This is an optimization exercise on Yosys and OpenROAD, whose aim is small area, not a production implementation. The RTL was checked by simulation tests, not by an equivalence proof against the original design. Power and IR drop assume default switching activity.

File: design.v
module key_fliter (
    input  wire sys_clk,
    input  wire sys_rst_n,
    input  wire key_in,
    output reg  key_flag
);
localparam [7:0] P  = 8'b0101_0101;
localparam [7:0] S0 = 8'b1101_0001 ^ P;         
reg  [7:0] s;
wire [7:0] q    = s ^ P;
wire       last = (q == 8'b0111_1111);          
wire       fb   = ~(q[7] ^ q[2]) | last;
always @(posedge sys_clk or negedge sys_rst_n)
    if (!sys_rst_n)
        s <= S0;
    else if (key_in)
        s <= S0;
    else
        s <= {q[6:0], fb} ^ P;
always @(posedge sys_clk or negedge sys_rst_n)
    if (!sys_rst_n)
        key_flag <= 1'b0;
    else
        key_flag <= last;
endmodule
module key_control(
input wire clk,
input wire reset_n,
input wire key_in0, 
input wire key_in1, 
input wire key_in2, 
input wire key_in3, 
input wire key_in4, 
output wire  [5:0]   wave_sel,
output wire  [3:0]   mode_sel,
output wire  [8:0]   F,
output wire  [10:0]  T,
output wire  [6:0]   Z,
output wire         RCLK,
output wire         SRCLK,
output wire         DIO
);
function [15:0] inc;
    input [15:0] a;
    integer i;
    reg c;
    begin
        c = 1'b1;
        for (i = 0; i < 16; i = i + 1) begin
            inc[i] = a[i] ^ c;
            c = a[i] & c;
        end
    end
endfunction
function [9:0] add;
    input [9:0] a, b;
    integer i;
    reg c;
    begin
        c = 1'b0;
        for (i = 0; i < 10; i = i + 1) begin
            add[i] = a[i] ^ b[i] ^ c;
            c = (a[i] & b[i]) | (c & (a[i] ^ b[i]));
        end
    end
endfunction
wire kw, km, kf, kt, kz;
key_fliter kf0 (.sys_clk(clk), .sys_rst_n(reset_n), .key_in(key_in0), .key_flag(kw));
key_fliter kf1 (.sys_clk(clk), .sys_rst_n(reset_n), .key_in(key_in1), .key_flag(km));
key_fliter kf2 (.sys_clk(clk), .sys_rst_n(reset_n), .key_in(key_in2), .key_flag(kf));
key_fliter kf3 (.sys_clk(clk), .sys_rst_n(reset_n), .key_in(key_in3), .key_flag(kt));
key_fliter kf4 (.sys_clk(clk), .sys_rst_n(reset_n), .key_in(key_in4), .key_flag(kz));
reg  [2:0] wi;
wire       wi_zero = &wi;
wire [2:0] wi_inc = inc({13'd0, wi});
wire [2:0] wi_n = kw ? wi_inc : (wi_zero ? 3'd1 : wi);
reg  [2:0] mi;
wire       mi_zero = mi[2] & mi[0];
wire [2:0] mi_inc = inc({13'd0, mi});
wire [2:0] mi_n = km ? mi_inc : (mi_zero ? 3'd1 : mi);
reg  [4:0] fk;
wire [4:0] fk_inc = inc({11'd0, fk});
wire [4:0] fk_n = kf ? fk_inc : ((fk[4] & fk[3] & fk[2] & fk[1]) ? 5'd1 : fk);   
reg  [6:0] tk;
wire [6:0] tk_inc = inc({9'd0, tk});
wire [6:0] tk_n = kt ? tk_inc : ((tk[6] & tk[4]) ? 7'd1 : tk);                  
reg  [4:0] zv;
wire [4:0] zv_inc = inc({11'd0, zv});
wire [4:0] zv_n = kz ? zv_inc : ((zv[4] & zv[2]) ? 5'd2 : zv);                 
reg  [2:0] flag;
wire [2:0] flag_n = kw ? 3'd0 : km ? 3'd1 : kf ? 3'd2 : kt ? 3'd3 : kz ? 3'd4 : flag;
always @(posedge clk or negedge reset_n)
    if (!reset_n) begin
        wi <= 3'd1; mi <= 3'd1; fk <= 5'd1; tk <= 7'd1; zv <= 5'd2; flag <= 3'd0;
    end else begin
        wi <= wi_n; mi <= mi_n; fk <= fk_n; tk <= tk_n; zv <= zv_n; flag <= flag_n;
    end
assign wave_sel = {wi == 3'd6, wi == 3'd5, wi == 3'd4, wi == 3'd3, wi == 3'd2, wi == 3'd1};
assign mode_sel = {mi == 3'd4, mi == 3'd3, mi == 3'd2, mi == 3'd1};
wire [9:0] f5 = add({5'd0, fk}, {3'd0, fk, 2'd0});
wire [9:0] t5 = add({3'd0, tk}, {1'd0, tk, 2'd0});
assign F = {f5[7:0], 1'b0};
assign T = {t5, 1'b0};
assign Z = {2'b00, zv};
reg  [15:0] div;
reg  [2:0]  cs;
reg  [3:0]  c11;
wire div_end = div[15] & div[14] & div[9] & div[8] & div[6] & div[3] & div[2] & div[1] & div[0];  
wire [15:0] div_n = div_end ? 16'd0 : inc(div);
wire [2:0]  cs_inc = inc({13'd0, cs});
wire [2:0]  cs_n  = div_end ? cs_inc : cs;
wire [3:0]  c11_inc = inc({12'd0, c11});
always @(posedge clk or negedge reset_n)
    if (!reset_n) begin
        div <= 16'd0; cs <= 3'd0; c11 <= 4'd0;
    end else begin
        div <= div_n; cs <= cs_n; c11 <= (c11[3] & c11[1]) ? 4'd0 : c11_inc;
    end
wire [5:0] ph   = {div[5] ^ cs[1] ^ (div[4] & cs[0]), div[4] ^ cs[0], div[3:0]};
wire [5:0] ph_n = {div_n[5] ^ cs_n[1] ^ (div_n[4] & cs_n[0]), div_n[4] ^ cs_n[0], div_n[3:0]};
wire ld_s = div[1] & div[0] & c11[3] & c11[1];               
wire ld_d = div[1] & ~div[0] & c11[3] & c11[0];              
reg [6:0] su, du;
reg       sx, dx;
reg [6:0] u_n;
reg       x_n;
always @(*) begin
    x_n = 1'b0;
    case (flag_n)
        3'd0: u_n = {4'd0, wi[2] & ~(wi[1] & wi[0]), wi[1] & ~(wi[2] & wi[0]), wi[0]};
        3'd1: u_n = mi_zero ? 7'd0 : {4'd0, mi};
        3'd2: begin u_n = {2'd0, fk_n}; x_n = 1'b1; end
        3'd3: begin u_n = tk_n; x_n = 1'b1; end
        default: u_n = {2'd0, zv_n};
    endcase
end
always @(posedge clk or negedge reset_n)
    if (!reset_n) begin
        sx <= 1'b1; dx <= 1'b1;
    end else begin
        if (ld_s) sx <= x_n;
        if (ld_d) dx <= sx;
    end
always @(posedge clk) begin
    if (ld_s) su <= u_n;
    if (ld_d) du <= su;
end
function [3:0] a3;
    input [3:0] x;
    case (x)
        4'd5: a3 = 4'd8;  4'd6: a3 = 4'd9;  4'd7: a3 = 4'd10;
        4'd8: a3 = 4'd11; 4'd9: a3 = 4'd12;
        default: a3 = x;
    endcase
endfunction
wire [3:0] s1 = a3({1'b0, du[6:4]});
wire [3:0] s2 = a3({s1[2:0], du[3]});
wire [3:0] s3 = a3({s2[2:0], du[2]});
wire [3:0] s4 = a3({s3[2:0], du[1]});
wire [3:0] d_t = {s1[3], s2[3], s3[3], s4[3]};
wire [3:0] d_u = {s4[2:0], du[0]};
reg  [3:0] nib;
always @(*)
    case (cs_n)
        3'd0: nib = dx ? 4'd0 : d_u;
        3'd1: nib = dx ? d_u : d_t;
        3'd2: nib = dx ? d_t : 4'd0;
        3'd7: nib = {flag == 3'd3 || flag == 3'd4, flag == 3'd1 || flag == 3'd2, flag == 3'd0 || flag == 3'd2 || flag == 3'd4};
        default: nib = 4'd0;
    endcase
reg [7:0] seg;
always @(*)
    case (nib)
        4'h0: seg = 8'b1100_0000;
        4'h1: seg = 8'b1111_1001;
        4'h2: seg = 8'b1010_0100;
        4'h3: seg = 8'b1011_0000;
        4'h4: seg = 8'b1001_1001;
        4'h5: seg = 8'b1001_0010;
        4'h6: seg = 8'b1000_0010;
        4'h7: seg = 8'b1111_1000;
        4'h8: seg = 8'b1000_0000;
        default: seg = 8'b1001_0000;
    endcase
wire [2:0] j = ph_n[4:2];
wire bit_n = ph_n[5] ? (cs == ~j) : seg[~j];
reg pre, dio_r, srclk_r;
always @(posedge clk or negedge reset_n)
    if (!reset_n) begin
        dio_r <= 1'b0; srclk_r <= 1'b0; pre <= 1'b1;
    end else begin
        srclk_r <= ph[1];
        if (!ph[1]) dio_r <= pre;
        pre <= bit_n;
    end
assign DIO   = dio_r;
assign SRCLK = srclk_r;
assign RCLK  = ~ph[5] & ~ph[4] & ~ph[3] & ~ph[2] & (ph[1] ^ ph[0]);
endmodule
File: run.sh
#!/bin/bash
# synth_recipe.tcl (not shown) runs the flow's synth.tcl, then flattens the netlist and writes it again
# the make line also repeats each setting of config.mk as NAME=value (left out here)
make -C /OpenROAD-flow-scripts/flow DESIGN_CONFIG=/design/flow/config.mk WORK_HOME=/design/flow/orfs CLKGATE_MAP_FILE= SYNTH_SCRIPT=/design/flow/synth_recipe.tcl finish
File: config.mk
export PLATFORM = sky130hd
export DESIGN_NAME = key_control
export DESIGN_NICKNAME = key_control
export VERILOG_FILES = /design/flow/design.v
export SDC_FILE = /design/flow/constraint.sdc
export NUM_CORES = 4
export LEC_CHECK = 0
export ABC_AREA = 1
export CAP_MARGIN = 20
export CORE_MARGIN = 2
export CORE_UTILIZATION = 40
export SLEW_MARGIN = 20
File: constraint.sdc
create_clock -name core_clock -period 10.0 [get_ports {clk}]
set_input_delay 2.0000 -clock core_clock [delete_from_list [all_inputs] [get_ports {clk}]]
set_output_delay 2.0000 -clock core_clock [all_outputs]
set_load 0.01 [all_outputs]
==> flow_summary.rst, run 1 <==
.. list-table::
   :header-rows: 1

   * - Metric
     - Value
   * - Number of hold violations in the final report
     - 0
   * - Antenna violations before repair
     - 0
   * - Reg-to-reg critical path startpoint
     - div[1]
   * - Clock period minus final worst setup slack
     - 5.46 ns
   * - Number of DRC markers in iteration 0
     - 217
   * - Quantity of hold-fixing buffers added after cts
     - 0
   * - Worst Hold Slack
     - 0.393 ns
   * - RD Place Congestion
     - 0.784
   * - Net switching power figure
     - 0.234 mW
   * - Gr usage total
     - 15.6%
   * - Max-cap viol count
     - 0
   * - Headroom to the max-slew limit
     - 45.8%
   * - Area added between synthesis and finish
     - 20.8%
   * - Fraction of power consumed by sequential logic
     - 41.9%
   * - Synthesis warning total
     - 2
   * - Xor/xnor share of the synthesized area
     - 1.92%
   * - Number of nets with antenna violations after detailed routing
     - 0
   * - Int Pwr
     - 0.920 mW
   * - Count of final setup violators
     - 0
   * - Placement row count
     - 44
   * - Max layer used
     - met4
   * - Number of nets in the final layout
     - 775
   * - Combinational Power Share
     - 2.0%
   * - Fill cell instance count of the final layout
     - 1318
   * - Worst path cell trace
     - ha_1 > inv_1 > fa_1 > inv_1 > fa_1 > fa_1 > fa_1 > ha_1 > ha_1 > clkdlybuf4s50_1
   * - Count of buffer and inverter cells on the critical path
     - 3
   * - Setup Crit Path Kind
     - flop to output port
   * - Dominant combinational cell family by area after synthesis
     - simple AND/OR/NAND/NOR gates
   * - Final clock skew
     - 0.00839 ns
   * - Met1 Routed Length
     - 5.06 mm
   * - Origin of the worst min-delay path
     - kf1.s[6]
   * - Share of the clock period used by the worst path
     - 54.6%
   * - Overall via count from detail_route
     - 4315
   * - Cell occurring most often along the worst timing path
     - fa_1
   * - Portion of netlist area occupied by mux cells
     - 0.188%
   * - CP max-delay cell
     - clkdlybuf4s50_1
   * - Unique masters post-synth
     - 49
   * - Combined area of all synthesized cells
     - 6000 sq um
   * - Worst voltage drop across the vdd grid
     - 119 uV
   * - Kind of end point of the critical path
     - output port
   * - Detailed-routing iteration count for the pre-antenna-repair pass
     - 4
   * - Die outline area
     - 16000 sq um
   * - Critical path peak fanout
     - 4
   * - Number of flip-flops and latches in the synthesized netlist
     - 113
   * - Result of the run
     - timing/DRC/antenna clean
   * - Residual DRC count
     - 0
   * - Pins Over Slew Limit
     - 0
   * - Wire length of the first global-routing pass
     - 19.9 mm
   * - Vias in the first global route
     - 4485
   * - Per-cell via count in the routed design
     - 4.78
   * - Delay of the slowest critical-path stage
     - 0.53 ns
   * - Quantity of gates resized following cts
     - 0
   * - Static leakage
     - 3.68 nW
   * - Setup TNS Final
     - 0 ns
   * - Total congestion overflow after global routing
     - 0
   * - Area fraction of the dominant cell type after synthesis
     - 33.8%
   * - Part of the Yosys area used for sequential elements
     - 48.7%
   * - Unrepaired setup endpoints after global routing
     - no
   * - # clock sinks
     - 113
   * - Max H-tree Level
     - 4
   * - Routed wl met3
     - 427 um
   * - DP Wirelength
     - 8.57 mm
   * - Port Buffer Count
     - 42
   * - Cells on Worst Hold Path
     - 1
   * - Footprint of the multi-input gates
     - 2580 sq um
   * - Detailed-route wire length per cell
     - 12.7 um
   * - CTS tree
     - built
   * - Io pins
     - 47
   * - DR WL met2
     - 5.87 mm
   * - Clock insertion delay at the later pin of the skew report
     - 0.41 ns
   * - Source of the critical timing path
     - tk[2]
   * - Path class of the lowest-slack min-delay path
     - flop to flop
   * - Avg Cell Area, Syn
     - 9.20 sq um
   * - Fraction of final layout cells with drive strength greater than 1
     - 11.5%
   * - Number of buffers added for setup after CTS
     - 0
   * - Slew at the pin closest to its max-slew limit
     - 0.807 ns
   * - Top cells by area in the synthesized netlist
     - dfrtp_1 34%, ha_1 12%, nand2_1 8.8%
   * - Clk pwr share
     - 56.2%
   * - Area of the core
     - 14600 sq um
   * - Highest Clock Rate
     - 0.183 GHz
   * - Area fraction in compound gates after synthesis
     - 5.99%
   * - Synth area leader
     - dfrtp_1
   * - Number of cells on the critical path
     - 10
   * - R2r worst-path depth
     - 17
   * - Setup slack, reg-to-reg
     - 6.57 ns
   * - Register area
     - 2920 sq um
   * - Power per Cell Area
     - 159 nW/um^2
   * - Kind of cell adding the most delay to the critical path
     - adder cells
   * - Width of the die
     - 126 um
   * - Synthesized-area fraction occupied by adder cells
     - 13.7%
   * - Routed wire length
     - 11.5 mm
   * - Maximum buffer depth of the clock tree
     - 2
   * - Starting density of the core
     - 41.1%
   * - CP startpoint kind
     - flop
   * - Share of total power consumed by net switching
     - 20.3%
   * - Root buffer cell
     - clkbuf_16
   * - Largest net degree at the start of global routing
     - 62
   * - DIE HEIGHT
     - 126 um
   * - Antenna diode count
     - 0
   * - Data arrival, critical path
     - 3.46 ns
   * - Area share of and/or/nand/nor cells after synthesis
     - 21.0%
   * - CP Data Required Time
     - 8.00 ns
   * - Clock transition at the registers of the reported paths
     - 0.05 ns
   * - Number of clock buffers inserted by TritonCTS
     - 17
   * - Cell count after synthesis
     - 652
[layer usage]
layer	vias up	GRT usage (%)
met5	-	0
met4	0	5.24
met3	12	4.77
met2	60	27.6
met1	2072	17.9
li1	2171	-
[state kept, by name, indices dropped and copies added (netlist names), 3 cells and up]
register	cells
mi	3
kf4.s	8
zv	5
wi	3
kf3.s	8
kf1.s	8
su	7
c11	4
kf2.s	8
fk	5
tk	7
du	7
cs	3
div	16
kf0.s	8
flag	3
[cells in the mapped netlist, drive strengths merged]
cell / number
nand2: 147
inv: 112
dfrtp: 81
nor2: 77
ha: 56
nand3: 28
o21ai: 25
dfstp: 18
a21oi: 17
edfxtp: 14
buf: 11
nor3: 10
xor2: 10
fa: 6
nand3b: 6
nand4: 5
nor4: 4
a211oi: 3
a221oi: 2
a31oi: 2
clkinv: 2
o211ai: 2
o21bai: 2
o22ai: 2
a22o: 1
a22oi: 1
a41oi: 1
conb: 1
mux2: 1
nor4b: 1
o2111ai: 1
o31ai: 1
or3: 1
xnor2: 1
[logic make-up after synthesis]
group	count (synthesis)
compound gates	60
xor+xnor	11
fa+ha+maj	62
buf+inv	125
flops	113
mux	1
other cells	1
simple gates	279
[cell type report]
cell class	count	area share [%]
Clock buffer	22	7.00
Clock inverter	10	2.00
Inverter	114	5.96
Multi-Input combinational cell	417	35.7
Sequential cell	113	40.3
Tap cell	184	3.18
Timing Repair Buffer	43	5.87
[placed cells by master (no fill, tap or decap), types with 3 or more instances in the layout]
cell type        instances
nand2_1                140
inv_1                  109
dfrtp_1                 81
nor2_1                  68
ha_1                    56
clkdlybuf4s50_1         41
nand3_1                 22
o21ai_0                 21
clkbuf_16               19
dfstp_2                 18
a21oi_1                 17
edfxtp_1                14
nor3_1                   9
xor2_1                   9
nand2_2                  7
nand3b_1                 6
fa_1                     6
nor2_4                   5
nand4_1                  5
nor4_1                   4
nor2_2                   4
nand3_2                  4
conb_1                   4
a211oi_1                 3
bufinv_16                3
clkinv_4                 3
[final timing paths]
path | end
min | kf1.s[7]
min in group asynchronous | kf3.s[4]
max reg2reg | div[15]
max | T[9]
min reg2reg | kf1.s[7]
max in group asynchronous | fk[1]
[power by group through the flow]
| stage | Clock [mW] | Sequential [mW] | Combinational (mW) |
|---|---|---|---|
| final | 0.648 | 0.483 | 0.0225 |
| after global routing | 0.686 | 0.484 | 0.0268 |
| after CTS | 0.662 | 0.483 | 0.0236 |
| after detailed placement | 0 | 0.491 | 0.0235 |
| after global placement | 0 | 0.490 | 0.0226 |
| after floorplan | 0 | 0.489 | 0.0103 |
[per-stage QoR]
step           cell area (sq um)  total power, mW  utilization, %  cells  setup WS [ns]
3_3_place_gp                6590            0.513            45.2    871           5.02
3_5_place_dp                6590            0.514            45.2    871           4.98
4_1_cts                     7240             1.17            49.6    903           4.52
5_1_grt                     7240             1.20            49.6    903           4.42
2_1_floorplan               6010            0.499               -    655           5.57
6_report                    7240             1.15            49.6    903           4.54
==> run 2, diff against run 1 <==
--- a/config.mk
+++ b/config.mk
@@ -8,5 +8,8 @@
 export ABC_AREA = 1
 export CAP_MARGIN = 20
 export CORE_MARGIN = 2
-export CORE_UTILIZATION = 40
+export CORE_UTILIZATION = 60
+export CTS_BUF_LIST = sky130_fd_sc_hd__clkbuf_4
+export CTS_CLUSTER_DIAMETER = 100
+export CTS_CLUSTER_SIZE = 40
 export SLEW_MARGIN = 20
==> run 2 against run 1 <==
  * Sequential share of layout area up 2.5 points
  * Critical path depth unchanged
  * Highest routed layer unchanged
  * Clock-buffer cell count down 2
  * Critical path type unchanged
  * Clock power down 46%
  * Area after synthesis unchanged
  * Synthesized cell count unchanged
  * Still clean
  * Final area down 5.8%
  * Sequential power about the same
==> flow_summary.rst, run 2 <==
.. list-table::
   :header-rows: 1

   * - Metric
     - Value
   * - Pre-CTS worst setup slack
     - 4.94 ns (-0.0419 ns)
   * - Reg-to-Reg End
     - div[15]
   * - Slew at the pin closest to its max-slew limit
     - 0.854 ns (+0.0475 ns)
   * - Power per Cell Area
     - 125 nW/um^2 (-22%)
   * - Io pins
     - 47 (unchanged)
   * - Setup slack, reg-to-reg
     - 6.57 ns (about the same)
   * - Share of the clock period used by the worst path
     - 56.0% (+1.4 points)
   * - Number of flip-flops and latches in the synthesized netlist
     - 113 (unchanged)
   * - Worst voltage drop across the vdd grid
     - 72.6 uV (-39%)
   * - Total placed instance area
     - 6530 sq um (-0.97%)
   * - # clock sinks
     - 113 (unchanged)
   * - Xor/xnor share of the synthesized area
     - 1.92% (unchanged)
   * - Vias in the first global route
     - 4502 (+0.38%)
   * - CP max-delay cell
     - clkdlybuf4s50_1
   * - Combined area of all synthesized cells
     - 6000 sq um (unchanged)
   * - Synth area leader
     - dfrtp_1
   * - Area fraction of the dominant cell type after synthesis
     - 33.8% (unchanged)
   * - Core utilization of the finished layout
     - 70.1% (+20 points)
   * - Cell occurring most often along the worst timing path
     - fa_1
   * - Worst path cell trace
     - ha_1 > inv_1 > fa_1 > inv_1 > fa_1 > fa_1 > fa_1 > ha_1 > ha_1 > clkdlybuf4s50_1
   * - Number of clock buffers inserted by TritonCTS
     - 17 (unchanged)
   * - Data arrival, critical path
     - 3.60 ns (+0.14 ns)
   * - Number of buffers added for setup after CTS
     - 0 (unchanged)
   * - Area share of and/or/nand/nor cells after synthesis
     - 21.0% (unchanged)
   * - Avg Cell Area, Syn
     - 9.20 sq um (unchanged)
   * - Result of the run
     - timing/DRC/antenna clean
   * - Max H-tree Level
     - 4 (unchanged)
   * - CTS tree
     - built
   * - Cells on Worst Hold Path
     - 1 (unchanged)
   * - Path class of the lowest-slack min-delay path
     - flop to flop
   * - Area of the core
     - 9730 sq um (-33%)
   * - Portion of netlist area occupied by mux cells
     - 0.188% (unchanged)
   * - Headroom to the max-slew limit
     - 42.6% (-3.2 points)
   * - Asr flop ratio synth
     - 87.6% (unchanged)
   * - Count of final setup violators
     - 0 (unchanged)
   * - Antenna violations before repair
     - 0 (unchanged)
   * - DIE HEIGHT
     - 104 um (-18%)
   * - Endpoint, Worst Hold
     - kf4.s[2]
   * - Synthesized-area fraction occupied by adder cells
     - 13.7% (unchanged)
   * - Quantity of hold-fixing buffers added after cts
     - 0 (unchanged)
   * - Number of DRC markers in iteration 0
     - 237 (+9.2%)
   * - Routed wire length
     - 11.4 mm (-0.94%)
   * - Unrepaired setup endpoints after global routing
     - no
   * - Count of buffer and inverter cells on the critical path
     - 3 (unchanged)
   * - Max-cap viol count
     - 0 (unchanged)
   * - Number of nets with antenna violations after detailed routing
     - 0 (unchanged)
   * - CP startpoint kind
     - flop
   * - Residual DRC count
     - 0 (unchanged)
   * - Total congestion overflow after global routing
     - 0 (unchanged)
   * - Number of hold violations in the final report
     - 0 (unchanged)
   * - Part of the Yosys area used for sequential elements
     - 48.7% (unchanged)
   * - Worst Hold Slack
     - 0.400 ns (+0.00779 ns)
   * - Detailed-route wire length per cell
     - 13.4 um (+5.0%)
   * - Number of nets in the final layout
     - 775 (unchanged)
   * - Placement row count
     - 36 (-18%)
   * - Setup Crit Path Kind
     - flop to output port
   * - Kind of end point of the critical path
     - output port
   * - Area fraction in compound gates after synthesis
     - 5.99% (unchanged)
   * - Port Buffer Count
     - 42 (unchanged)
   * - Antenna diode count
     - 0 (unchanged)
   * - Cell count after synthesis
     - 652 (unchanged)
   * - Fraction of final layout cells with drive strength greater than 1
     - 11.3% (-0.28 points)
   * - Primary flip-flop cell chosen by synthesis mapping
     - dfrtp_1
   * - Critical path peak fanout
     - 4 (unchanged)
   * - Die outline area
     - 10800 sq um (-32%)
   * - Final clock skew
     - 0.0212 ns (+0.0128 ns)
   * - DP Wirelength
     - 8.52 mm (-0.64%)
   * - Most used standard cell by instance count after synthesis
     - nand2_1
   * - Fill cell instance count of the final layout
     - 814 (-38%)
   * - Unique masters post-synth
     - 49 (unchanged)
   * - Static leakage
     - 3.53 nW (-4.1%)
   * - Clock insertion delay at the later pin of the skew report
     - 0.52 ns (+0.11 ns)
   * - Quantity of gates resized following cts
     - 0 (unchanged)
   * - Kind of cell adding the most delay to the critical path
     - adder cells
   * - Gr usage total
     - 23.4% (+7.8 points)
   * - Setup TNS Final
     - 0 ns (unchanged)
   * - Wire length of the first global-routing pass
     - 20.4 mm (+2.3%)
   * - Area added between synthesis and finish
     - 13.7%
   * - Commonest cells in the netlist
     - 140 x nand2_1, 109 x inv_1, 81 x dfrtp_1
   * - Root buffer cell
     - clkbuf_4
   * - Most frequent cells in the layout
     - 140 x nand2_1, 109 x inv_1, 81 x dfrtp_1
   * - Dominant combinational cell family by area after synthesis
     - simple AND/OR/NAND/NOR gates
   * - EDFF count, synth
     - 14 (unchanged)
   * - R2r worst-path depth
     - 17 (unchanged)
   * - Most common cell after layout, fill and taps aside
     - nand2_1
   * - Overall via count from detail_route
     - 4334 (+0.44%)
   * - Clock period minus final worst setup slack
     - 5.60 ns (+0.142 ns)
   * - Starting density of the core
     - 61.7% (+21 points)
   * - Maximum buffer depth of the clock tree
     - 2 (unchanged)
   * - Highest Clock Rate
     - 0.178 GHz (-2.5%)
   * - Detailed-routing iteration count for the pre-antenna-repair pass
     - 4 (unchanged)
   * - Synthesis warning total
     - 2 (unchanged)
   * - Top cells by area in the synthesized netlist
     - dfrtp_1 34%, ha_1 12%, nand2_1 8.8%
   * - Origin of the worst min-delay path
     - kf4.s[1]
   * - Width of the die
     - 104 um (-18%)
   * - Per-cell via count in the routed design
     - 5.09 (+6.5%)
   * - Largest register FFs
     - 16 (unchanged)
   * - RD Place Congestion
     - 0.805 (+2.7%)
   * - Clock transition at the registers of the reported paths
     - 0.11 ns (+0.06 ns)
   * - Reg-to-reg critical path startpoint
     - div[1]
   * - Area of all placed cells without fillers
     - 6820 sq um (-5.8%)
   * - Pins Over Slew Limit
     - 0 (unchanged)
   * - Delay of the slowest critical-path stage
     - 0.52 ns (about the same)
   * - CP Data Required Time
     - 8.00 ns (about the same)
   * - Biggest register
     - div
   * - Worst Setup Slack, final
     - 4.40 ns (-0.142 ns)
   * - Largest net degree at the start of global routing
     - 55 (-11%)
==> run 2: cell counts after synthesis <==
Identical to the previous run, type by type.
==> run 2: worst max-delay path by stage <==
stage | start | end | slack (ns) | cells after the start
after floorplan | tk[2] | T[9] | 5.57 | 9
after global placement | tk[2] | T[9] | 5.00 | 10
after detailed placement | tk[2] | T[9] | 4.94 | 10
after CTS | tk[2] | T[9] | 4.34 | 10
after global routing | tk[2] | T[9] | 4.25 | 10
final | tk[2] | T[9] | 4.40 | 10
==> run 2: final cells by class <==
class	instances	area, sq um	share of cell area (%)
tap	133	166	2.44
sequential	113	2920	42.8
multi-input combinational	417	2580	37.9
clock inverter	12	143	2.09
inverter	114	432	6.33
clock buffer	20	150	2.20
timing repair buffer	43	425	6.24
==> run 2: report_power, final <==
part	switching, mW	leakage, nW	internal, mW
clock network	0.169	0.163	0.179
registers	0.00611	1.36	0.476
logic	0.0150	2.00	0.00721
total	0.190	3.53	0.662
==> run 2: per-layer routing <==
layer,vias up,track usage [%],wire length [um]
met3,19,5.64,365
met2,74,39.4,5640
met5,-,0,0
met4,0,8.78,224
li1,2171,-,-
met1,2070,29.5,5160
==> run 2: cell families after synthesis <==
kind of cell	after synthesis
buffers and inverters	125
other	1
adder cells (fa/ha/maj)	62
flip-flops	113
XOR/XNOR	11
AND/OR/NAND/NOR	279
AO/OA/AOI/OAI	60
multiplexers	1
==> run 2: per-stage QoR <==
stage | power [mW] | cells
after floorplan | 0.499 | 655
after global placement | 0.513 | 820
after detailed placement | 0.514 | 820
after CTS | 0.862 | 852
after global routing | 0.887 | 852
final | 0.852 | 852
==> run 3, diff against run 2 <==
--- a/design.v
+++ b/design.v
@@ -40,16 +40,18 @@
 output wire         SRCLK,
 output wire         DIO
 );
-function [15:0] inc;
+function [16:0] inc;
     input [15:0] a;
+    input ci;
     integer i;
     reg c;
     begin
-        c = 1'b1;
+        c = ci;
         for (i = 0; i < 16; i = i + 1) begin
             inc[i] = a[i] ^ c;
             c = a[i] & c;
         end
+        inc[16] = c;
     end
 endfunction
 function [9:0] add;
@@ -72,21 +74,21 @@
 key_fliter kf4 (.sys_clk(clk), .sys_rst_n(reset_n), .key_in(key_in4), .key_flag(kz));
 reg  [2:0] wi;
 wire       wi_zero = &wi;
-wire [2:0] wi_inc = inc({13'd0, wi});
-wire [2:0] wi_n = kw ? wi_inc : (wi_zero ? 3'd1 : wi);
+wire [2:0] wi_inc = inc({13'd0, wi}, kw);
+wire [2:0] wi_n = wi_zero ? 3'd1 : wi_inc;
 reg  [2:0] mi;
 wire       mi_zero = mi[2] & mi[0];
-wire [2:0] mi_inc = inc({13'd0, mi});
-wire [2:0] mi_n = km ? mi_inc : (mi_zero ? 3'd1 : mi);
+wire [2:0] mi_inc = inc({13'd0, mi}, km);
+wire [2:0] mi_n = mi_zero ? 3'd1 : mi_inc;
 reg  [4:0] fk;
-wire [4:0] fk_inc = inc({11'd0, fk});
-wire [4:0] fk_n = kf ? fk_inc : ((fk[4] & fk[3] & fk[2] & fk[1]) ? 5'd1 : fk);   
+wire [4:0] fk_inc = inc({11'd0, fk}, kf);
+wire [4:0] fk_n = (fk[4] & fk[3] & fk[2] & fk[1]) ? 5'd1 : fk_inc;    
 reg  [6:0] tk;
-wire [6:0] tk_inc = inc({9'd0, tk});
-wire [6:0] tk_n = kt ? tk_inc : ((tk[6] & tk[4]) ? 7'd1 : tk);                  
+wire [6:0] tk_inc = inc({9'd0, tk}, kt);
+wire [6:0] tk_n = (tk[6] & tk[4]) ? 7'd1 : tk_inc;                   
 reg  [4:0] zv;
-wire [4:0] zv_inc = inc({11'd0, zv});
-wire [4:0] zv_n = kz ? zv_inc : ((zv[4] & zv[2]) ? 5'd2 : zv);                 
+wire [4:0] zv_inc = inc({11'd0, zv}, kz);
+wire [4:0] zv_n = (zv[4] & zv[2]) ? 5'd2 : zv_inc;                  
 reg  [2:0] flag;
 wire [2:0] flag_n = kw ? 3'd0 : km ? 3'd1 : kf ? 3'd2 : kt ? 3'd3 : kz ? 3'd4 : flag;
 always @(posedge clk or negedge reset_n)
@@ -102,24 +104,25 @@
 assign F = {f5[7:0], 1'b0};
 assign T = {t5, 1'b0};
 assign Z = {2'b00, zv};
-reg  [15:0] div;
+localparam [15:0] DV0 = 16'd15536;
+reg  [15:0] dv;
 reg  [2:0]  cs;
 reg  [3:0]  c11;
-wire div_end = div[15] & div[14] & div[9] & div[8] & div[6] & div[3] & div[2] & div[1] & div[0];  
-wire [15:0] div_n = div_end ? 16'd0 : inc(div);
-wire [2:0]  cs_inc = inc({13'd0, cs});
-wire [2:0]  cs_n  = div_end ? cs_inc : cs;
-wire [3:0]  c11_inc = inc({12'd0, c11});
-always @(posedge clk or negedge reset_n)
-    if (!reset_n) begin
-        div <= 16'd0; cs <= 3'd0; c11 <= 4'd0;
-    end else begin
-        div <= div_n; cs <= cs_n; c11 <= (c11[3] & c11[1]) ? 4'd0 : c11_inc;
-    end
-wire [5:0] ph   = {div[5] ^ cs[1] ^ (div[4] & cs[0]), div[4] ^ cs[0], div[3:0]};
-wire [5:0] ph_n = {div_n[5] ^ cs_n[1] ^ (div_n[4] & cs_n[0]), div_n[4] ^ cs_n[0], div_n[3:0]};
-wire ld_s = div[1] & div[0] & c11[3] & c11[1];               
-wire ld_d = div[1] & ~div[0] & c11[3] & c11[0];              
+wire [16:0] dv_inc = inc(dv, 1'b1);
+wire        dv_end = dv_inc[16];
+wire [15:0] dv_n = dv_inc[15:0] | (dv_end ? DV0 : 16'd0);
+wire [2:0]  cs_n = inc({13'd0, cs}, dv_end);
+wire [3:0]  c11_inc = inc({12'd0, c11}, 1'b1);
+always @(posedge clk or negedge reset_n)
+    if (!reset_n) begin
+        dv <= DV0; cs <= 3'd0; c11 <= 4'd0;
+    end else begin
+        dv <= dv_n; cs <= cs_n; c11 <= (c11[3] & c11[1]) ? 4'd0 : c11_inc;
+    end
+wire [5:0] ph   = {dv[5] ^ cs[1] ^ (dv[4] | cs[0]), ~(dv[4] ^ cs[0]), dv[3:0]};
+wire [5:0] ph_n = {dv_n[5] ^ cs_n[1] ^ (dv_n[4] | cs_n[0]), ~(dv_n[4] ^ cs_n[0]), dv_n[3:0]};
+wire ld_s = dv[1] & dv[0] & c11[3] & c11[1];               
+wire ld_d = dv[1] & ~dv[0] & c11[3] & c11[0];              
 reg [6:0] su, du;
 reg       sx, dx;
 reg [6:0] u_n;
==> flow/run.sh (new file) <==
#!/bin/bash
set -euo pipefail
export BUFFER_PORTS_ARGS="-buffer_cell sky130_fd_sc_hd__buf_1"
export CTS_ARGS="-sink_clustering_enable -repair_clock_nets -dont_use_dummy_load"
bash standard.sh > standard.log 2>&1
==> standard.sh (new file) <==
#!/bin/bash
# synth_recipe.tcl (not shown) runs the flow's synth.tcl, then flattens the netlist and writes it again
# the make line also repeats each setting of config.mk as NAME=value (left out here)
make -C /OpenROAD-flow-scripts/flow DESIGN_CONFIG=/design/flow/config.mk WORK_HOME=/design/flow/orfs CLKGATE_MAP_FILE= SYNTH_SCRIPT=/design/flow/synth_recipe.tcl "${@:-finish}"
--- a/config.mk
+++ b/config.mk
@@ -8,8 +8,5 @@
 export ABC_AREA = 1
 export CAP_MARGIN = 20
 export CORE_MARGIN = 2
-export CORE_UTILIZATION = 60
-export CTS_BUF_LIST = sky130_fd_sc_hd__clkbuf_4
-export CTS_CLUSTER_DIAMETER = 100
-export CTS_CLUSTER_SIZE = 40
+export CORE_UTILIZATION = 40
 export SLEW_MARGIN = 20
removed: run.sh
==> run 3 against run 2 <==
  * Sequential power about the same
  * Clock-buffer cell count decreased by 3
  * Hold slack got worse by 0.0032 ns
  * Largest power group unchanged
==> flow_summary.rst, run 3 <==
.. list-table::
   :header-rows: 1

   * - Metric
     - Value
   * - Result of the run
     - timing/DRC/antenna clean
   * - Largest net degree at the start of global routing
     - 83 (+51%)
   * - Critical path peak fanout
     - 8 (+4)
   * - Number of clock buffers inserted by TritonCTS
     - 17 (unchanged)
   * - Met3 Track Usage GR
     - 4.56% (-1.1 points)
   * - Power per Cell Area
     - 153 nW/um^2 (+22%)
   * - EDFF count, synth
     - 14 (unchanged)
   * - Area added between synthesis and finish
     - 13.7% (about the same)
   * - RD Place Congestion
     - 0.828 (+2.8%)
   * - Most used standard cell by instance count after synthesis
     - inv_1
   * - Data arrival, critical path
     - 6.01 ns (+2.41 ns)
   * - Width of the die
     - 121 um (+17%)
   * - Per-cell via count in the routed design
     - 4.82 (-5.2%)
   * - Total power
     - 0.959 mW (+12%)
   * - Number of nets in the final layout
     - 676 (-13%)
   * - Starting density of the core
     - 41.3% (-20 points)
   * - Combined area of all synthesized cells
     - 5520 sq um (-8.0%)
   * - Max-cap viol count
     - 0 (unchanged)
   * - Largest register FFs
     - 16 (unchanged)
   * - # clock sinks
     - 113 (unchanged)
   * - Post-route insts no fill
     - 787 (-7.6%)
   * - Overall via count from detail_route
     - 3796 (-12%)
   * - Pins Over Slew Limit
     - 0 (unchanged)
   * - Count of final setup violators
     - 0 (unchanged)
   * - Routed wire length
     - 9.80 mm (-14%)
   * - Fill cell instance count of the final layout
     - 1266 (+56%)
   * - Delay of the slowest critical-path stage
     - 0.41 ns (-0.11 ns)
   * - Die outline area
     - 14700 sq um (+36%)
   * - DP Wirelength
     - 7.56 mm (-11%)
   * - Area fraction of the dominant cell type after synthesis
     - 33.6% (-0.22 points)
   * - Port Buffer Count
     - 42 (unchanged)
   * - Wire length of the first global-routing pass
     - 17.5 mm (-14%)
   * - Highest Clock Rate
     - 0.176 GHz (-1.4%)
   * - Kind of end point of the critical path
     - flop
   * - Setup Crit Path Kind
     - flop to flop
   * - Antenna violations before repair
     - 0 (unchanged)
   * - Final clock skew
     - 0.0169 ns (-0.00428 ns)
   * - Quantity of gates resized following cts
     - 0 (unchanged)
   * - Residual DRC count
     - 0 (unchanged)
   * - Synth area leader
     - dfrtp_1
   * - Slew at the pin closest to its max-slew limit
     - 0.720 ns (-0.134 ns)
   * - Clock insertion delay at the later pin of the skew report
     - 0.40 ns (-0.12 ns)
   * - Headroom to the max-slew limit
     - 52.0% (+9.4 points)
   * - Placement row count
     - 42 (+17%)
   * - Met2 demand-to-capacity share in global routing
     - 26.5% (-13 points)
   * - Gr usage total
     - 15.1% (-8.3 points)
   * - Worst voltage drop across the vdd grid
     - 114 uV (+57%)
   * - Quantity of hold-fixing buffers added after cts
     - 0 (unchanged)
   * - Clock transition at the registers of the reported paths
     - 0.05 ns (-0.06 ns)
   * - Synthesis warning total
     - 2 (unchanged)
   * - Root buffer cell
     - clkbuf_16
   * - Number of hold violations in the final report
     - 0 (unchanged)
   * - Biggest register
     - dv
   * - Met1 usage
     - 17.4% (-12 points)
   * - Part of the Yosys area used for sequential elements
     - 53.1% (+4.4 points)
   * - Number of nets with antenna violations after detailed routing
     - 0 (unchanged)
   * - Asr flop ratio synth
     - 87.6% (unchanged)
   * - DIE HEIGHT
     - 121 um (+17%)
   * - CTS tree
     - built
   * - Fraction of final layout cells with drive strength greater than 1
     - 12.1% (+0.85 points)
   * - Detailed-routing iteration count for the pre-antenna-repair pass
     - 4 (unchanged)
   * - CP startpoint kind
     - flop
   * - Static leakage
     - 3.22 nW (-8.7%)
   * - Setup TNS Final
     - 0 ns (unchanged)
   * - Cell count after synthesis
     - 558 (-14%)
   * - Top cells by area in the synthesized netlist
     - dfrtp_1 34%, dfstp_2 12%, ha_1 11%
   * - Antenna diode count
     - 0 (unchanged)
   * - Number of DRC markers in iteration 0
     - 207 (-13%)
   * - Most frequent cells in the layout
     - 85 x inv_1, 81 x nand2_1, 74 x nor2_1, 74 x dfrtp_1, 50 x ha_1
   * - CP max-delay cell
     - dfrtp_1
   * - Maximum buffer depth of the clock tree
     - 2 (unchanged)
   * - Most common cell after layout, fill and taps aside
     - inv_1
   * - Share of the clock period used by the worst path
     - 56.8% (+0.80 points)
   * - Path class of the lowest-slack min-delay path
     - flop to flop
   * - Commonest cells in the netlist
     - 85 x inv_1, 81 x nand2_1, 74 x dfrtp_1, 74 x nor2_1, 50 x ha_1
   * - Number of buffers added for setup after CTS
     - 0 (unchanged)
   * - Io pins
     - 47 (unchanged)
   * - Most heavily used metal layer in global routing
     - met2
   * - Total congestion overflow after global routing
     - 0 (unchanged)
   * - Clock period minus final worst setup slack
     - 5.68 ns (+0.0802 ns)
   * - Detailed-route wire length per cell
     - 12.5 um (-6.8%)
   * - Cell occurring most often along the worst timing path
     - ha_1
   * - Avg Cell Area, Syn
     - 9.89 sq um (+7.5%)
   * - Number of flip-flops and latches in the synthesized netlist
     - 113 (unchanged)
   * - Primary flip-flop cell chosen by synthesis mapping
     - dfrtp_1
   * - Unique masters post-synth
     - 42 (-14%)
   * - Vias in the first global route
     - 3886 (-14%)
   * - Area of the core
     - 13300 sq um (+37%)
   * - Max H-tree Level
     - 4 (unchanged)
   * - CP Data Required Time
     - 10.32 ns (+2.32 ns)
   * - Unrepaired setup endpoints after global routing
     - no
   * - Placed Cells incl. Taps
     - 770 (-6.1%)
## run 3: changes by cell type after synthesis, moves of 4 or more
cell | previous run | this run
a21oi_1 | 17 | 13
dfrtp_1 | 81 | 74
dfstp_2 | 18 | 25
ha_1 | 56 | 50
inv_1 | 109 | 85
nand2_1 | 140 | 81
nor2_1 | 68 | 74
nor2_4 | 5 | 0
nor3_1 | 9 | 16
o21ai_0 | 21 | 12
or2_2 | 0 | 9
## run 3: path summary, 6_finish.rpt
| path | startpoint | end | slack [ns] | cells past startpoint |
|---|---|---|---|---|
| worst max-delay path | dv[1] | pre | 4.32 | 31 |
| worst min-delay path | kf4.s[1] | kf4.s[2] | 0.40 | 1 |
| worst max register to register | dv[1] | pre | 4.32 | 31 |
| worst min register to register | kf4.s[1] | kf4.s[2] | 0.40 | 1 |
| max in group asynchronous | reset_n | cs[1] | 7.49 | 2 |
| min in group asynchronous | reset_n | tk[1] | 1.51 | 1 |
## run 3: metrics by stage
stage                     hold WS (ns)  utilization (%)  instance area [sq um]  setup slack [ns]
after floorplan                  0.375                -                   5530              4.77
after global placement           0.386             43.8                   5850              4.49
after detailed placement         0.393             43.8                   5850              4.30
after CTS                        0.403             47.0                   6270              4.30
after global routing             0.417             47.0                   6270              3.92
final                            0.397             47.0                   6270              4.32
## run 3: logic make-up (layout without fill, tap and decap cells)
family	Yosys count	after routing	share of synthesized area (%)
flip-flops	113	113	53.1
AO/OA/AOI/OAI	47	47	5.17
buffers and inverters	99	149	7.39
adder cells (fa/ha/maj)	56	56	13.5
other	1	4	0.0680
XOR/XNOR	12	12	2.04
AND/OR/NAND/NOR	229	229	18.5
multiplexers	1	1	0.204
## run 3: layout make-up
class                           instances  area, sq um  share of cell area (%)
Clock buffer                           17          425                    6.78
Tap cell                              176          220                    3.51
Sequential cell                       113         2930                    46.7
Timing Repair Buffer                   43          173                    2.75
Inverter                               89          337                    5.36
Multi-Input combinational cell        349         2190                    34.9
## run 3: power by group
part           leakage (nW)  total (mW)  switching (mW)  internal, mW
registers              1.35       0.484         0.00611         0.478
logic                  1.66      0.0204          0.0149       0.00547
clock network         0.209       0.455           0.163         0.291
total                  3.22       0.959           0.184         0.775
## run 3: critical path: cells and delay by family, from the launching register on
| family | cells | cell delay, ns |
|---|---|---|
| AO/OA/AOI/OAI | 6 | 0.92 |
| XOR/XNOR | 2 | 0.35 |
| adder cells (fa/ha/maj) | 18 | 3.50 |
| buffers and inverters | 1 | 0.03 |
| flip-flops | 1 | 0.41 |
| AND/OR/NAND/NOR | 4 | 0.39 |
## run 3: layer usage
layer	wire length, um	vias up
li1	-	1891
met1	4210	1820
met2	5020	67
met3	398	18
met4	168	0
met5	0	-
==> run 4, diff against run 3 <==
==> flow/run.sh (replaced) <==
#!/bin/bash
set -euo pipefail
export BUFFER_PORTS_ARGS="-buffer_cell sky130_fd_sc_hd__buf_1"
export CTS_ARGS="-sink_clustering_enable -repair_clock_nets -dont_use_dummy_load -buf_list {sky130_fd_sc_hd__clkbuf_4 sky130_fd_sc_hd__clkbuf_8} -sink_clustering_size 30 -sink_clustering_max_diameter 100"
bash standard.sh > standard.log 2>&1
==> run 4 against run 3 <==
  * Area after synthesis did not move
  * Routed wire length fell by 0.41%
  * Die area did not move
  * Critical path type unchanged
  * Critical path depth did not move
  * First-iteration DRC count rose by 0.48%
  * Global-route usage fell by 0.13 points
  * Via count did not move
==> flow_summary.rst, run 4 <==
.. list-table::
   :header-rows: 1

   * - Metric
     - Value
   * - Static leakage
     - 3.13 nW (-2.7%)
   * - CTS tree
     - built
   * - DIE HEIGHT
     - 121 um (unchanged)
   * - Clock period minus final worst setup slack
     - 5.66 ns (-0.0234 ns)
   * - Most used standard cell by instance count after synthesis
     - inv_1
   * - Most common cell after layout, fill and taps aside
     - inv_1
   * - Data arrival, critical path
     - 6.00 ns (about the same)
   * - Unrepaired setup endpoints after global routing
     - no
   * - Final clock skew
     - 0.0267 ns (+0.00982 ns)
   * - Antenna violations before repair
     - 0 (unchanged)
   * - Share of total power consumed by net switching
     - 20.7% (+1.5 points)
   * - Result of the run
     - timing/DRC/antenna clean
   * - Primary flip-flop cell chosen by synthesis mapping
     - dfrtp_1
   * - Most frequent cells in the layout
     - 85 x inv_1, 81 x nand2_1, 74 x nor2_1, 74 x dfrtp_1, 50 x ha_1
   * - CP startpoint kind
     - flop
   * - Clock insertion delay at the later pin of the skew report
     - 0.42 ns (+0.02 ns)
   * - Pins Over Slew Limit
     - 0 (unchanged)
   * - Slew at the pin closest to its max-slew limit
     - 0.716 ns (-0.00394 ns)
   * - Io pins
     - 47 (unchanged)
   * - Fraction of power consumed by sequential logic
     - 60.7% (+10 points)
   * - Number of buffers added for setup after CTS
     - 0 (unchanged)
   * - Wire length of the first global-routing pass
     - 17.3 mm (-0.75%)
   * - Path class of the lowest-slack min-delay path
     - flop to flop
   * - Int Pwr
     - 0.631 mW (-19%)
   * - EDFF count, synth
     - 14 (unchanged)
   * - CP max-delay cell
     - dfrtp_1
   * - Cell count after synthesis
     - 558 (unchanged)
   * - Port Buffer Count
     - 42 (unchanged)
   * - Die outline area
     - 14700 sq um (unchanged)
   * - Routed wire length
     - 9.76 mm (-0.41%)
   * - Placement row count
     - 42 (unchanged)
   * - Starting density of the core
     - 41.3% (unchanged)
   * - Detailed-route wire length per cell
     - 12.4 um (-0.41%)
   * - Kind of end point of the critical path
     - flop
   * - Share of the clock period used by the worst path
     - 56.6% (-0.23 points)
   * - Net switching power figure
     - 0.165 mW (-11%)
   * - # clock sinks
     - 113 (unchanged)
   * - Maximum buffer depth of the clock tree
     - 2 (unchanged)
   * - Biggest register
     - dv
   * - Cell occurring most often along the worst timing path
     - ha_1
   * - Overall via count from detail_route
     - 3796 (unchanged)
   * - Setup TNS Final
     - 0 ns (unchanged)
   * - Clock transition at the registers of the reported paths
     - 0.06 ns (about the same)
   * - Unique masters post-synth
     - 42 (unchanged)
   * - Avg Cell Area, Syn
     - 9.89 sq um (unchanged)
   * - Fraction of final layout cells with drive strength greater than 1
     - 12.1% (unchanged)
   * - Number of clock buffers inserted by TritonCTS
     - 17 (unchanged)
   * - Headroom to the max-slew limit
     - 52.3% (+0.26 points)
   * - Worst voltage drop across the vdd grid
     - 97.2 uV (-15%)
   * - Quantity of gates resized following cts
     - 0 (unchanged)
   * - Part of the Yosys area used for sequential elements
     - 53.1% (unchanged)
   * - Critical path peak fanout
     - 8 (unchanged)
   * - Residual DRC count
     - 0 (unchanged)
   * - Detailed-routing iteration count for the pre-antenna-repair pass
     - 4 (unchanged)
   * - Post-route insts no fill
     - 787 (unchanged)
   * - Area fraction of the dominant cell type after synthesis
     - 33.6% (unchanged)
   * - Combined area of all synthesized cells
     - 5520 sq um (unchanged)
   * - Top cells by area in the synthesized netlist
     - dfrtp_1 34%, dfstp_2 12%, ha_1 11%
   * - Synth area leader
     - dfrtp_1
   * - Antenna diode count
     - 0 (unchanged)
   * - Highest Clock Rate
     - 0.177 GHz (+0.41%)
   * - Count of final setup violators
     - 0 (unchanged)
   * - Delay of the slowest critical-path stage
     - 0.41 ns (about the same)
   * - Max H-tree Level
     - 4 (unchanged)
   * - RD Place Congestion
     - 0.828 (unchanged)
   * - Per-cell via count in the routed design
     - 4.82 (unchanged)
   * - Quantity of hold-fixing buffers added after cts
     - 0 (unchanged)
   * - Number of nets in the final layout
     - 676 (unchanged)
   * - Number of hold violations in the final report
     - 0 (unchanged)
   * - Width of the die
     - 121 um (unchanged)
   * - Largest register FFs
     - 16 (unchanged)
   * - CP Data Required Time
     - 10.34 ns (+0.02 ns)
   * - Root buffer cell
     - clkbuf_8
   * - Commonest cells in the netlist
     - 85 x inv_1, 81 x nand2_1, 74 x dfrtp_1, 74 x nor2_1, 50 x ha_1
   * - Max-cap viol count
     - 0 (unchanged)
   * - Placed Cells incl. Taps
     - 770 (unchanged)
   * - Number of DRC markers in iteration 0
     - 208 (+0.48%)
   * - Asr flop ratio synth
     - 87.6% (unchanged)
   * - Clk pwr share
     - 36.7% (-11 points)
   * - Total congestion overflow after global routing
     - 0 (unchanged)
   * - DP Wirelength
     - 7.56 mm (unchanged)
   * - Gr usage total
     - 15.0% (-0.13 points)
   * - Area of the core
     - 13300 sq um (unchanged)
   * - Synthesis warning total
     - 2 (unchanged)
   * - Power per Cell Area
     - 131 nW/um^2 (-14%)
   * - Vias in the first global route
     - 3860 (-0.67%)
   * - Combinational Power Share
     - 2.6% (+0.5 points)
   * - Number of nets with antenna violations after detailed routing
     - 0 (unchanged)
   * - Largest net degree at the start of global routing
     - 83 (unchanged)
   * - Area added between synthesis and finish
     - 10.3%
   * - Setup Crit Path Kind
     - flop to flop
   * - Number of flip-flops and latches in the synthesized netlist
     - 113 (unchanged)
## run 4: layout make-up
cell class / count / area (sq um)
multi-input cells: 349 / 2190
fillers: 1281 / 7260
well taps: 176 / 220
repair buffers: 43 / 173
inverters: 89 / 337
clock buffers: 17 / 234
flip-flops and latches: 113 / 2930
## run 4: cells by family (layout without fill, tap and decap cells)
logic type	after synthesis	count (layout)	share of synthesized area [%]
and+or+nand+nor	229	229	18.5
AOI/OAI and AO/OA	47	47	5.17
xor gates and xnor gates	12	12	2.04
DFF	113	113	53.1
buffers and inverters	99	149	7.39
other	1	4	0.0680
muxes	1	1	0.204
adders and majority gates	56	56	13.5
## run 4: stage by stage
step | util [%] | hold slack, ns | worst slack, ns | power [mW] | instance area, sq um
after floorplan | - | 0.375 | 4.77 | 0.499 | 5530
after global placement | 43.8 | 0.386 | 4.49 | 0.511 | 5850
after detailed placement | 43.8 | 0.393 | 4.30 | 0.512 | 5850
after CTS | 45.5 | 0.402 | 4.30 | 0.809 | 6080
after global routing | 45.6 | 0.410 | 3.91 | 0.836 | 6080
final | 45.6 | 0.398 | 4.34 | 0.795 | 6080
## run 4: worst paths after layout
kind | from | endpoint | slack, ns | depth (start not counted)
worst max-delay path | dv[1] | pre | 4.34 | 31
worst min-delay path | kf4.s[1] | kf4.s[2] | 0.40 | 1
worst max register to register | dv[1] | pre | 4.34 | 31
worst min register to register | kf4.s[1] | kf4.s[2] | 0.40 | 1
max in group asynchronous | reset_n | zv[4] | 7.51 | 2
min in group asynchronous | reset_n | tk[1] | 1.49 | 1
## run 4: per-layer routing
| metal | wire, um | share of wire, % | GRT usage (%) | up-vias |
|---|---|---|---|---|
| met1 | 4190 | 43 | 17.6 | 1824 |
| met2 | 4940 | 51 | 25.9 | 66 |
| met4 | 206 | 2.1 | 5.75 | 0 |
| met5 | 0 | 0 | 0 | - |
| li1 | - | - | - | 1884 |
| met3 | 422 | 4.3 | 4.42 | 22 |
## run 4: critical path, delay by kind of cell, from the launching register on
| family | cells | cell delay (ns) |
|---|---|---|
| fa+ha+maj | 18 | 3.50 |
| simple gates | 4 | 0.39 |
| compound gates | 6 | 0.91 |
| buf+inv | 1 | 0.03 |
| flops | 1 | 0.41 |
| xor+xnor | 2 | 0.35 |
## run 4: power groups by stage
stage          sequential (mW)  combinational (mW)  clock (mW)
4_1_cts                  0.483              0.0213       0.305
5_1_grt                  0.484              0.0249       0.328
3_5_place_dp             0.490              0.0213           0
2_1_floorplan            0.489             0.00988           0
6_report                 0.483              0.0203       0.292
3_3_place_gp             0.490              0.0204           0
==> run 5, diff against run 4 <==
==> flow/run.sh (replaced) <==
#!/bin/bash
# Layout flow: the standard flow (standard.sh) with three changes.
#  1. Synthesis is the standard one, but ABC maps the logic with an
#     area-oriented script (flow/abc_area.script, used as ABC_AREA=1 is set).
#  2. Ports are buffered with buf_1 cells.
#  3. Clock tree synthesis uses clkbuf_4 buffers and inserts no dummy loads.
# Each step's output goes to its own log file in this folder.
set -euo pipefail
rm -rf abc_scripts
cp -r "$FLOW_HOME/scripts" abc_scripts
cp flow/abc_area.script abc_scripts/abc_area.script
SCRIPTS_DIR="$PWD/abc_scripts" bash standard.sh synth > synth.log 2>&1
export BUFFER_PORTS_ARGS="-buffer_cell sky130_fd_sc_hd__buf_1"
export CTS_ARGS="-sink_clustering_enable -repair_clock_nets -dont_use_dummy_load -buf_list {sky130_fd_sc_hd__clkbuf_4}"
bash standard.sh > standard.log 2>&1
==> flow/abc_area.script (new file) <==
strash
&get -n
&fraig -x
&put
scorr
dc2
strash
&get -n
&dch -f
&nf -R 1000
&put
strash
dc2
&get -n
&dch -f
&nf -R 1000
&put
topo
stime -c
==> run 5 against run 4 <==
  * Power down 10%
  * Combinational power down 4%
  * Clock skew up 0.016 ns
  * Critical path type unchanged
  * Routed wire length down 5.7%
  * Still clean on timing, DRC and antenna
  * Via count down 11%
==> flow_summary.rst, run 5 <==
.. list-table::
   :header-rows: 1

   * - Metric
     - Value
   * - Setup Crit Path Kind
     - flop to flop
   * - Cell occurring most often along the worst timing path
     - ha_1
   * - Placement row count
     - 41 (-2.4%)
   * - Wire length of the first global-routing pass
     - 16.4 mm (-5.3%)
   * - Port Buffer Count
     - 42 (unchanged)
   * - EDFF count, synth
     - 14 (unchanged)
   * - Most frequent cells in the layout
     - 74 x dfrtp_1, 58 x nor2_1, 50 x ha_1
   * - Die outline area
     - 14100 sq um (-4.3%)
   * - Highest Clock Rate
     - 0.159 GHz (-10%)
   * - Clock period minus final worst setup slack
     - 6.30 ns (+0.640 ns)
   * - Count of final setup violators
     - 0 (unchanged)
   * - Power per Cell Area
     - 124 nW/um^2 (-5.1%)
   * - RD Place Congestion
     - 0.825 (-0.34%)
   * - Area fraction of the dominant cell type after synthesis
     - 35.1% (+1.5 points)
   * - DP Wirelength
     - 7.02 mm (-7.1%)
   * - Total congestion overflow after global routing
     - 0 (unchanged)
   * - Crit path to
     - pre
   * - Number of buffers added for setup after CTS
     - 0 (unchanged)
   * - Top cells by area in the synthesized netlist
     - dfrtp_1 35%, dfstp_2 12%, ha_1 12%
   * - Pre-CTS worst setup slack
     - 3.70 ns (-0.592 ns)
   * - Commonest cells in the netlist
     - 74 x dfrtp_1, 58 x nor2_1, 50 x ha_1
   * - Worst Setup Slack, final
     - 3.70 ns (-0.640 ns)
   * - Antenna diode count
     - 0 (unchanged)
   * - Synth area leader
     - dfrtp_1
   * - Routed wire length
     - 9.20 mm (-5.7%)
   * - Headroom to the max-slew limit
     - 46.3% (-6.0 points)
   * - Starting density of the core
     - 41.5% (+0.12 points)
   * - Static leakage
     - 2.65 nW (-15%)
   * - Worst voltage drop across the vdd grid
     - 104 uV (+7.3%)
   * - Count of buffer and inverter cells on the critical path
     - 1 (unchanged)
   * - Vias in the first global route
     - 3565 (-7.6%)
   * - Unique masters post-synth
     - 52 (+24%)
   * - Setup slack, reg-to-reg
     - 3.70 ns (-0.64 ns)
   * - Final clock skew
     - 0.0425 ns (+0.0158 ns)
   * - Largest net degree at the start of global routing
     - 89 (+7.2%)
   * - Unrepaired setup endpoints after global routing
     - no
   * - Number of nets with antenna violations after detailed routing
     - 0 (unchanged)
   * - Clock transition at the registers of the reported paths
     - 0.10 ns (+0.04 ns)
   * - Path class of the lowest-slack min-delay path
     - flop to flop
   * - Combined area of all synthesized cells
     - 5270 sq um (-4.4%)
   * - Clock insertion delay at the later pin of the skew report
     - 0.49 ns (+0.07 ns)
   * - Area of the core
     - 12700 sq um (-4.7%)
   * - Primary flip-flop cell chosen by synthesis mapping
     - dfrtp_1
   * - Detailed-route wire length per cell
     - 13.5 um (+8.6%)
   * - Asr flop ratio synth
     - 87.6% (unchanged)
   * - Per-cell via count in the routed design
     - 4.95 (+2.7%)
   * - Root buffer cell
     - clkbuf_4
   * - # clock sinks
     - 113 (unchanged)
   * - Slew at the pin closest to its max-slew limit
     - 0.799 ns (+0.0832 ns)
   * - Reg-to-Reg End
     - pre
   * - Number of DRC markers in iteration 0
     - 124 (-40%)
   * - Share of the clock period used by the worst path
     - 63.0% (+6.4 points)
   * - Number of flip-flops and latches in the synthesized netlist
     - 113 (unchanged)
   * - R2r worst-path depth
     - 31 (unchanged)
   * - Number of clock buffers inserted by TritonCTS
     - 17 (unchanged)
   * - DIE HEIGHT
     - 119 um (-2.1%)
   * - CP max-delay cell
     - dfrtp_1
   * - Synthesis warning total
     - 2 (unchanged)
   * - Width of the die
     - 119 um (-2.1%)
   * - Quantity of hold-fixing buffers added after cts
     - 0 (unchanged)
   * - Kind of cell adding the most delay to the critical path
     - adder cells
   * - Worst Hold Slack
     - 0.391 ns (-0.00633 ns)
   * - Io pins
     - 47 (unchanged)
   * - Maximum buffer depth of the clock tree
     - 2 (unchanged)
   * - Gr usage total
     - 14.6% (-0.43 points)
   * - Avg Cell Area, Syn
     - 11.6 sq um (+17%)
   * - Pins Over Slew Limit
     - 0 (unchanged)
   * - Result of the run
     - timing/DRC/antenna clean
   * - Area added between synthesis and finish
     - 8.85%
   * - Most common cell after layout, fill and taps aside
     - dfrtp_1
   * - Critical path peak fanout
     - 8 (unchanged)
   * - Setup TNS Final
     - 0 ns (unchanged)
   * - Max H-tree Level
     - 4 (unchanged)
   * - Quantity of gates resized following cts
     - 0 (unchanged)
   * - Largest register FFs
     - 16 (unchanged)
   * - Fill cell instance count of the final layout
     - 1242 (-3.0%)
   * - Biggest register
     - dv
   * - Kind of end point of the critical path
     - flop
   * - Residual DRC count
     - 0 (unchanged)
   * - CP Data Required Time
     - 10.36 ns (+0.02 ns)
   * - Cell count after synthesis
     - 456 (-18%)
   * - Number of hold violations in the final report
     - 0 (unchanged)
   * - Number of nets in the final layout
     - 576 (-15%)
   * - CP startpoint kind
     - flop
   * - Max-cap viol count
     - 0 (unchanged)
   * - Number of cells on the critical path
     - 31 (unchanged)
   * - Part of the Yosys area used for sequential elements
     - 55.5% (+2.4 points)
   * - Source of the critical timing path
     - dv[1]
   * - Overall via count from detail_route
     - 3383 (-11%)
   * - Antenna violations before repair
     - 0 (unchanged)
   * - Most used standard cell by instance count after synthesis
     - dfrtp_1
   * - Reg-to-reg critical path startpoint
     - dv[1]
   * - Data arrival, critical path
     - 6.67 ns (+0.67 ns)
   * - Detailed-routing iteration count for the pre-antenna-repair pass
     - 6 (+2)
   * - CTS tree
     - built
   * - Delay of the slowest critical-path stage
     - 0.42 ns (about the same)
   * - Fraction of final layout cells with drive strength greater than 1
     - 8.61% (-3.5 points)
==> run 5: cell count changes after synthesis, moves of 10 or more <==
cell | previous run | this run
nor2b_1 | 0 | 10
clkinv_1 | 0 | 25
nand2_1 | 81 | 27
and2_0 | 0 | 10
nor2_1 | 74 | 58
nand2b_1 | 0 | 19
inv_1 | 85 | 0
nand3_1 | 23 | 7
==> run 5: cell families after synthesis <==
kind of cell / Yosys count / synth area share (%)
other cells: 1 / 0.0711
compound gates: 60 / 7.43
buf+inv: 33 / 2.92
flops: 113 / 55.5
mux: 3 / 0.617
xor+xnor: 15 / 2.49
fa+ha+maj: 56 / 14.1
simple gates: 175 / 16.8
==> run 5: layout make-up <==
| type | count | area (sq um) | share of cell area [%] |
|---|---|---|---|
| clock buffer | 17 | 128 | 2.22 |
| inverter | 25 | 93.8 | 1.63 |
| multi-input combinational | 313 | 2200 | 38.4 |
| sequential | 113 | 2930 | 51.0 |
| tap | 172 | 215 | 3.75 |
| timing repair buffer | 43 | 173 | 3.01 |
==> run 5: worst min path at each step <==
| stage | endpoint | from | slack (ns) | depth (start not counted) |
|---|---|---|---|---|
| 2_1_floorplan | kf3.s[2] | kf3.s[1] | 0.37 | 1 |
| 3_3_place_gp | kf0.s[7] | kf0.s[6] | 0.38 | 1 |
| 3_5_place_dp | kf0.s[7] | kf0.s[6] | 0.39 | 1 |
| 4_1_cts | kf2.s[7] | kf2.s[6] | 0.39 | 1 |
| 5_1_grt | kf2.s[7] | kf2.s[6] | 0.41 | 1 |
| 6_report | kf2.s[7] | kf2.s[6] | 0.39 | 1 |
==> run 5: where the power goes <==
group          switching, mW  internal (mW)  total, mW
logic                 0.0136        0.00585     0.0194
clock network          0.133         0.0775      0.211
registers            0.00626          0.476      0.482
==> run 5: per-stage QoR <==
stage	std cells	cell area, sq um	power, mW	util, %
3_5_place_dp	666	5610	0.511	44.1
4_1_cts	683	5740	0.728	45.1
6_report	683	5740	0.713	45.1
2_1_floorplan	459	5290	0.498	-
3_3_place_gp	666	5610	0.510	44.1
5_1_grt	683	5740	0.751	45.1
==> run 5: worst reg2reg max path, delay by kind of cell, from the launching register on <==
family | cells | cell delay (ns)
fa+ha+maj | 18 | 3.57
flops | 1 | 0.42
simple gates | 3 | 0.51
compound gates | 7 | 1.21
xor+xnor | 2 | 0.31
buf+inv | 1 | 0.18
==> run 5: per-layer routing <==
metal / routed length (um) / share of wire [%] / global-route usage [%]
met1: 4240 / 46 / 18.4
met2: 4570 / 50 / 23.6
met3: 314 / 3.4 / 4.41
met4: 82 / 0.89 / 5.51
met5: 0 / 0 / 0

[afterwards: timing with drivers on the ports]
The flow's constraints put no driver on any port. The routed layouts listed below were extracted and timed again, unchanged, in two steps. Step 1: set_driving_cell puts a clkbuf_16 on clk and a buf_2 on each other input, an assumption about the parent block. Step 2 adds t to the input delays and takes it off the output delays; t is the mean of the earliest and latest rising clock arrival at the registers after step 1. Input paths then give back, and output paths get back, about the clock's delay inside the block. a / b / c = ideal / step 1 / step 2; a / b = the first two.
run	t, ns	slack for setup (ns)	worst hold slack (ns)	worst register clock-pin slew, ns
run 1	0.447	4.538 / 4.497 / 4.943	0.393 / 0.393 / 0.393	0.06 / 0.06
run 2	0.538	4.396 / 4.363 / 4.900	0.400 / 0.400 / 0.400	0.11 / 0.11
run 3	0.426	4.316 / 4.316 / 4.316	0.397 / 0.397 / 0.397	0.05 / 0.05
run 4	0.436	4.339 / 4.339 / 4.339	0.398 / 0.398 / 0.398	0.06 / 0.06
run 5	0.495	3.699 / 3.699 / 3.699	0.391 / 0.391 / 0.391	0.11 / 0.11
After both steps every run listed still meets setup and hold.
